Source: an optimization exercise on an open RTL-to-GDS flow (aim: small area and a short achievable clock period). Production flows keep margins and buffers that such runs may drop.
The RTL was checked by simulation tests, not by an equivalence proof against the original design.
Power figures rest on the tool's default switching activity, not on a simulated workload.

== job 101 ==
Design max_priority_queue, start of the top module:
module max_priority_queue #(
    parameter DATA_WIDTH = 16,
    parameter PQ_DEPTH = 32
)(
    input wire clk,
    input wire reset,
    input wire [DATA_WIDTH-1:0] data_in,
    input wire valid_in,
    input wire [1:0] op,
    output wire ready_out,
    output wire [DATA_WIDTH-1:0] pq_out,
    output wire valid_out,
    input wire ready_in
);
For scale: about 3700 cells after synthesis, ~560 flip-flops.
export LEC_CHECK = 0
export CAP_MARGIN = 20
export CORE_MARGIN = 2
export CORE_UTILIZATION = 40
export CTS_BUF_LIST = sky130_fd_sc_hd__clkbuf_16
export CTS_CLUSTER_DIAMETER = 70
export CTS_CLUSTER_SIZE = 30
export PLACE_DENSITY = 0.5
export SLEW_MARGIN = 20
export SYNTH_HIERARCHICAL = 1
create_clock -name core_clock -period 15.0 [get_ports {clk}]
standard.sh (not shown) runs the stock make flow with config.mk's settings and CLKGATE_MAP_FILE= SYNTH_SCRIPT=/design/flow/synth_recipe.tcl, a recipe that flattens the netlist after the stock synthesis.
==> flow/flow/run.sh <==
#!/bin/bash
# Standard layout, with the synthesis buffers removed before placement and
# timing repair aimed below the clock period.
set -euo pipefail
bash standard.sh SETUP_SLACK_MARGIN=10.9 REMOVE_ABC_BUFFERS=1 finish > standard_flow.log 2>&1
Every stage of the flow completed for job 101, and the final layout passed the timing, DRC and antenna checks.
The inputs of job 102 differ from those of job 101 as listed below.
- PLACE_DENSITY now 0.7, was 0.5
- CTS_BUF_LIST no longer set, was sky130_fd_sc_hd__clkbuf_16
- CTS_CLUSTER_DIAMETER no longer set, was 70
- CORE_UTILIZATION now 60, was 40
- CTS_CLUSTER_SIZE no longer set, was 30
==> flow/flow/run.sh <==
#!/bin/bash
# Standard layout, with the synthesis buffers removed before placement,
# timing repair aimed below the clock period, and a clock tree without
# dummy loads.
set -euo pipefail
bash standard.sh SETUP_SLACK_MARGIN=10.9 REMOVE_ABC_BUFFERS=1 \
  "CTS_ARGS=-sink_clustering_enable -repair_clock_nets -dont_use_dummy_load -sink_clustering_size 30 -sink_clustering_max_diameter 70 -buf_list sky130_fd_sc_hd__clkbuf_16" \
  finish > standard_flow.log 2>&1
Findings:
Lower minimum clock period among job 102 and job 101: job 102. Compared with job 101, in job 102 buffer share of cell area lower; proportion of power drawn by combinational gates +0.3 points; global-route usage went up by 8.1 points. Job 102 reached the final stage; the timing, DRC and antenna checks on its layout passed. Summary of job 102 over job 101: fmax grew by 0.70%, worst hold margin down 12 ps.
[inputs] job 103 vs job 102
- PLACE_DENSITY: 0.7 -> 0.5
- CORE_UTILIZATION: 60 -> 40
==> summary.txt <==
Layout-stage area growth over the synthesis result delta for job 103 relative to job 102: 3.2 points higher. Looking at internal portion of total power across job 103 and job 102, the one that comes out higher is job 103. Looking at wire length across job 103 and job 102, the one that comes out higher is job 103. Job 103 vs. job 102: fraction of area in registers went down by 0.96 points. Reported for job 103 and job 102, total of buffers placed on input and output ports turned out identical to the last digit. | post-layout worst setup margin | job 103 vs job 102 | worse |.
The inputs of job 104 differ from those of job 103 as listed below.
- CORE_UTILIZATION: 40 -> 50
- PLACE_DENSITY: 0.5 -> 0.6
Findings:
Job 104 did not stop at any stage, and its layout met the timing, DRC and antenna checks. Job 104 against job 103: total vias in the final route went down by about 2.6%, clock period minus final worst setup slack went down by 86 ps, number of fill cells in the layout went down by about 24%. data_in[12] as the worst setup path startpoint was reported by job 103, and data_in[8] by job 104.
Input changes introduced in job 105 (baseline for comparison: job 104):
- changing CORE_UTILIZATION from 50 to 40
- changing PLACE_DENSITY from 0.6 to 0.5
==> flow/flow/run.sh <==
#!/bin/bash
# Standard layout, with the synthesis buffers removed before placement and
# timing repair aimed well below the clock period.
set -euo pipefail
bash standard.sh SETUP_SLACK_MARGIN=11 REMOVE_ABC_BUFFERS=1 finish > standard_flow.log 2>&1
Notes after the runs:
- Taking job 104 as the reference, in job 105 number of clock buffers inserted by TritonCTS went up about 60%, shortest clock period the worst path allows after layout up 28 ps.
- On worst hold slack, job 105 tracks job 104 almost exactly.
- | clock network fraction of total power | job 105 vs job 104 | 12 points higher |
- [compare] base=job 104 new=job 105: cell area increased by about 6% relative to the old numbers, clock-cell share of area increased by 3.1 points relative to the old numbers, wire length increased by about 16% relative to the old numbers.

[re-timing with driven ports]
The results above use ideal ports. As a check the final layouts listed here were re-extracted and re-timed, cells and wires unchanged. Step 1 (the two cells are an assumption about what drives the block):
set clk [get_ports {clk}]
set_driving_cell -lib_cell sky130_fd_sc_hd__clkbuf_16 $clk
set_driving_cell -lib_cell sky130_fd_sc_hd__buf_2 [delete_from_list [all_inputs] $clk]
Step 2, shift: input delay + t, output delay - t, t = (earliest + latest rising clock arrival at the registers) / 2. This alone moves slack from input paths to output paths. a / b / c = ideal / step 1 / step 2; a / b = the first two.
run	t (ns)	slack for setup (ns)	worst setup path after step 2	worst data-port slew with drivers (ns)
job 101	0.699	10.817 / 10.801 / 10.135	input to register	0.06
job 102	0.663	10.846 / 10.849 / 10.193	input to register	0.05
job 103	0.679	10.804 / 10.816 / 10.137	input to register	0.06
job 104	0.667	10.890 / 10.835 / 10.239	input to register	0.07
job 105	0.690	10.861 / 10.814 / 10.185	input to register	0.06
After both steps every run listed still meets setup and hold. The setup slack of job 101, which loses most, moves by -0.016 ns with the drivers and by -0.682 ns with both steps.
